From an optimization exercise on the open Yosys and OpenROAD flow, aimed at small area, a short achievable clock period and few clock cycles; shortcuts taken in it are not production practice. No activity file was given, so power comes from the tool's default toggle rates.

==> run M <==
==> flow/design.v (excerpt) <==
module milestone(
	input logic Clock,
	input logic resetn,
	input logic [15:0] SRAM_read_data,
	input logic m1start,
	output logic [17:0] SRAM_address,
	output logic [15:0] SRAM_write_data,
	output logic SRAM_we_n,
	output logic m1end);
localparam logic [17:0] RGB_BASE = 18'd146944;
logic        run;
logic [4:0]  ph;             
logic signed [16:0] ycnt;    
logic [7:0]  col;            
logic [17:0] wa;             
logic        wr_ok;          
logic        wpend;          
always_ff @(posedge Clock) wr_ok <= !ycnt[16] && (ycnt[15:1] != 15'd0);
logic [7:0]  wu [0:6];       
logic [7:0]  wv [0:7];       
logic [15:0] yw;             
logic [7:0] f [0:5];
logic [7:0] t0, t1, t2, t3, t4, t5;
logic e0, e1, e157, e158, e159;   
logic fsel, fseln;                 
always_ff @(posedge Clock) begin
	fseln <= ~ph[4];
	e0 <= (col == 8'd0);
	e1 <= (col == 8'd1);
	e157 <= (col == 8'd157);
	e158 <= (col == 8'd158);
	e159 <= (col == 8'd159);
	fsel <= ph[4];
end
always_comb begin
	for (int i = 0; i < 3; i++) f[i] = fsel ? wu[i] : wv[i];
  ...
clock: 13.0 ns
lec_check: 0
cap_margin: 20
core_margin: 2
core_utilization: 40
slew_margin: 20
synth_hierarchical: 1
run.sh (not shown) runs the stock make flow with config.mk's settings and CLKGATE_MAP_FILE= SYNTH_SCRIPT=/design/flow/synth_recipe.tcl, a recipe that flattens the netlist after the stock synthesis.
==> run Y (differences from run M) <==
==> flow/flow/run.sh (new file) <==
#!/bin/bash
# The standard layout (the standard.sh), with ORFS's repair_timing asked
# to leave more setup slack (SETUP_SLACK_MARGIN) than the clock period needs.
# The design is still laid out and signed off at the design's clock period.
set -euo pipefail
MARGIN=${MARGIN:-9}
sed "s/\"\\\${@:-finish}\"/SETUP_SLACK_MARGIN=$MARGIN \"\${@:-finish}\"/" standard.sh > standard_margin.sh
grep -q "SETUP_SLACK_MARGIN=$MARGIN" standard_margin.sh
bash standard_margin.sh > flow_make.log 2>&1
==> flow/standard.sh (new file) <==
#!/bin/bash
# synth_recipe.tcl (not shown) runs the flow's synth.tcl, then flattens the netlist and writes it again
# the make line also repeats each setting of config.mk as NAME=value (left out here)
make -C /OpenROAD-flow-scripts/flow DESIGN_CONFIG=/design/flow/config.mk WORK_HOME=/design/flow/orfs CLKGATE_MAP_FILE= SYNTH_SCRIPT=/design/flow/synth_recipe.tcl "${@:-finish}"
Settings changed: CORE_UTILIZATION 40 to 55.
removed: flow/run.sh
==> run summary <==
Cell count: run Y is smaller than run M (about 6%).
In synthesized cell count, run M and run Y do not differ.
In sequential cell count, run Y and run M do not differ.
Against run M, the final area of run Y is larger by about 1.2%.
No run of this note included a check of the RTL's function; only the layout flow was run.


==> inputs of run a <==
Starting RTL as in the previous note.
==> flow/design.v (excerpt) <==
module milestone(
	input logic Clock,
	input logic resetn,
	input logic [15:0] SRAM_read_data,
	input logic m1start,
	output logic [17:0] SRAM_address,
	output logic [15:0] SRAM_write_data,
	output logic SRAM_we_n,
	output logic m1end);
localparam logic [17:0] RGB_BASE = 18'd146944;
logic        run;
logic [4:0]  ph;             
logic signed [16:0] ycnt;    
logic [7:0]  col;            
logic [17:0] wa;             
logic        wr_ok;          
logic        wpend;          
always_ff @(posedge Clock) wr_ok <= !ycnt[16] && (ycnt[15:1] != 15'd0);
logic [7:0]  wu [0:6];       
logic [7:0]  wv [0:7];       
logic [15:0] yw;             
logic [7:0] f [0:5];
logic [7:0] t0, t1, t2, t3, t4, t5;
logic e0, e1, e157, e158, e159;   
logic fsel, fseln;                 
always_ff @(posedge Clock) begin
	fseln <= ~ph[4];
	e0 <= (col == 8'd0);
	e1 <= (col == 8'd1);
	e157 <= (col == 8'd157);
	e158 <= (col == 8'd158);
	e159 <= (col == 8'd159);
	fsel <= ph[4];
end
always_comb begin
	for (int i = 0; i < 3; i++) f[i] = fsel ? wu[i] : wv[i];
	for (int i = 3; i < 6; i++) f[i] = fseln ? wv[i] : wu[i];
	t0 = e0 ? f[2] : (e1 ? f[1] : f[0]);
	t1 = e0 ? f[2] : f[1];
	t2 = f[2];
	t3 = e159 ? f[2] : f[3];
	t4 = e159 ? f[2] : (e158 ? f[3] : f[4]);
	t5 = e159 ? f[2] : (e158 ? f[3] : (e157 ? f[4] : f[5]));
end
logic [8:0] fa, fb, fc;      
always_ff @(posedge Clock) begin
	fa <= {1'b0, t0} + {1'b0, t5};
	fb <= {1'b0, t1} + {1'b0, t4};
	fc <= {1'b0, t2} + {1'b0, t3};
end
logic [17:0] fsum;
wire f_1_s, f_1_c;
ha2 u_f_1 (.a(fa[8]), .b(fa[6]), .s(f_1_s), .co(f_1_c));
wire f_2_s, f_2_c;
ha2 u_f_2 (.a(fa[5]), .b(fa[3]), .s(f_2_s), .co(f_2_c));
wire f_3 = fb[4] ^ fb[0];
wire f_4 = fb[4] & fb[0];
wire f_5_s, f_5_c;
fa3 u_f_5 (.a(fa[6]), .b(fa[4]), .c(fa[2]), .s(f_5_s), .co(f_5_c));
wire f_6_s, f_6_c;
fa3 u_f_6 (.a(fa[5]), .b(fa[3]), .c(fb[3]), .s(f_6_s), .co(f_6_c));
wire f_7_s, f_7_c;
fa3 u_f_7 (.a(fa[7]), .b(fb[5]), .c(fb[1]), .s(f_7_s), .co(f_7_c));
wire f_8_s, f_8_c;
ha2 u_f_8 (.a(fc[2]), .b(fc[0]), .s(f_8_s), .co(f_8_c));
  ...
==> flow/config.mk <==
export PLATFORM = sky130hd
export DESIGN_NAME = milestone
export DESIGN_NICKNAME = milestone
export VERILOG_FILES = /design/flow/design.v
export SDC_FILE = /design/flow/constraint.sdc
export NUM_CORES = 4
export LEC_CHECK = 0
export CAP_MARGIN = 20
export CORE_MARGIN = 2
export CORE_UTILIZATION = 40
export SLEW_MARGIN = 20
export SYNTH_HIERARCHICAL = 1
==> flow/constraint.sdc <==
create_clock -name core_clock -period 13.0 [get_ports {Clock}]
set_input_delay 2.6000 -clock core_clock [delete_from_list [all_inputs] [get_ports {Clock}]]
set_output_delay 2.6000 -clock core_clock [all_outputs]
set_load 0.01 [all_outputs]
standard.sh (not shown) runs the stock make flow with config.mk's settings and CLKGATE_MAP_FILE= SYNTH_SCRIPT=/design/flow/synth_recipe.tcl, a recipe that flattens the netlist after the stock synthesis.
==> flow/flow/run.sh <==
#!/bin/bash
# The standard layout (the standard.sh), with ORFS's repair_timing asked
# to leave more setup slack (SETUP_SLACK_MARGIN) than the clock period needs.
# The design is still laid out and signed off at the design's clock period.
set -euo pipefail
MARGIN=${MARGIN:-11}
sed "s/\"\\\${@:-finish}\"/SETUP_SLACK_MARGIN=$MARGIN \"\${@:-finish}\"/" standard.sh > standard_margin.sh
grep -q "SETUP_SLACK_MARGIN=$MARGIN" standard_margin.sh
bash standard_margin.sh > flow_make.log 2>&1
==> run b: changes against run a <==
--- a/flow/flow/run.sh
+++ b/flow/flow/run.sh
@@ -4,5 +4,5 @@
 # The design is still laid out and signed off at the design's clock period.
 set -euo pipefail
-MARGIN=${MARGIN:-11}
+MARGIN=${MARGIN:-9}
 sed "s/\"\\\${@:-finish}\"/SETUP_SLACK_MARGIN=$MARGIN \"\${@:-finish}\"/" standard.sh > standard_margin.sh
 grep -q "SETUP_SLACK_MARGIN=$MARGIN" standard_margin.sh
==> comparison <==
- In run b the wire length is smaller than in run a, by 12%.
- In sequential power, run a and run b hardly differ.
- Of run b and run a, run a has the higher clock power (gap about 10%, measured against run a).
- Of run b and run a, run b has the higher first-iteration DRC count (gap 2.6%, measured against run a).
- Of run b and run a, run a has the higher cell area (gap about 13%, measured against run a).
- Clock-buffer cell count is the same in run b and run a.
- Combinational power: run b is smaller than run a (22%).
- Sequential cell count is the same in run b and run a.
- Of run b and run a, run a has the higher maximum frequency (gap about 0.6%, measured against run a).
==> figures <==
Power in the clock group: run a 1490 uW; run b 1310 uW
Tot GR Track Use: run a 0.205; run b 0.186
Maximum clock rate: run a 242 MHz; run b 241 MHz
Fraction of area in multi-input gates: run a 0.494; run b 0.495
R2r startpoint: run a fa[8]; run b fa[2]
Outcome: run a timing/DRC/antenna clean; run b timing/DRC/antenna clean
First-pass GRT wire length: run a 105 mm; run b 96.2 mm
Global placer's final weighted congestion: run a 0.873; run b 0.867
Starting DRT DRC Count: run a 998; run b 1,024
TritonCTS Buffers: run a 48; run b 45
Count of filler cells inserted in the layout: run a 5,171; run b 5,709
Met2 layer wire length in the routed design: run a 34.0 mm; run b 30.7 mm
Worst-case vdd ir drop: run a 0.142 mV; run b 0.131 mV
Layout cells sized above 1: run a 0.350; run b 0.112
Clock network contribution to total cell area: run a 0.0527; run b 0.0529
Power Combinational: run a 2900 uW; run b 2270 uW
Worst Tran Pin Value: run a 1.02 ns; run b 1.01 ns
CP max-delay cell: run a fa_2; run b fa_1
Endpoint of the worst setup timing path: run a vo[2]; run b vo[6]
No functional check of the RTL was part of any run of this note.

-- static timing again, ports no longer ideal --
How much do the figures lean on ideal ports? The routed layouts below were timed once more, with nothing changed but the port constraints. Step 1: set_driving_cell puts a clkbuf_16 on Clock and a buf_2 on each other input, an assumption about the parent block. Step 2 moves the port delays by t, midway between the first and last clock arrival at a register: inputs arrive t later, outputs are due t later. That takes back most of the time a late clock gives input paths. a / b / c = ideal / step 1 / step 2; a / b = the first two.
| run | t (ns) | setup WS [ns] | clock arrival spread, ns |
|---|---|---|---|
| run M | 0.628 | 8.422 / 8.422 / 8.422 | 0.032 / 0.032 |
| run Y | 0.639 | 8.918 / 8.918 / 8.918 | 0.018 / 0.017 |
| run a | 0.657 | 8.874 / 8.874 / 8.874 | 0.041 / 0.041 |
| run b | 0.651 | 8.850 / 8.850 / 8.850 | 0.018 / 0.017 |
After both steps every run listed still meets setup and hold.
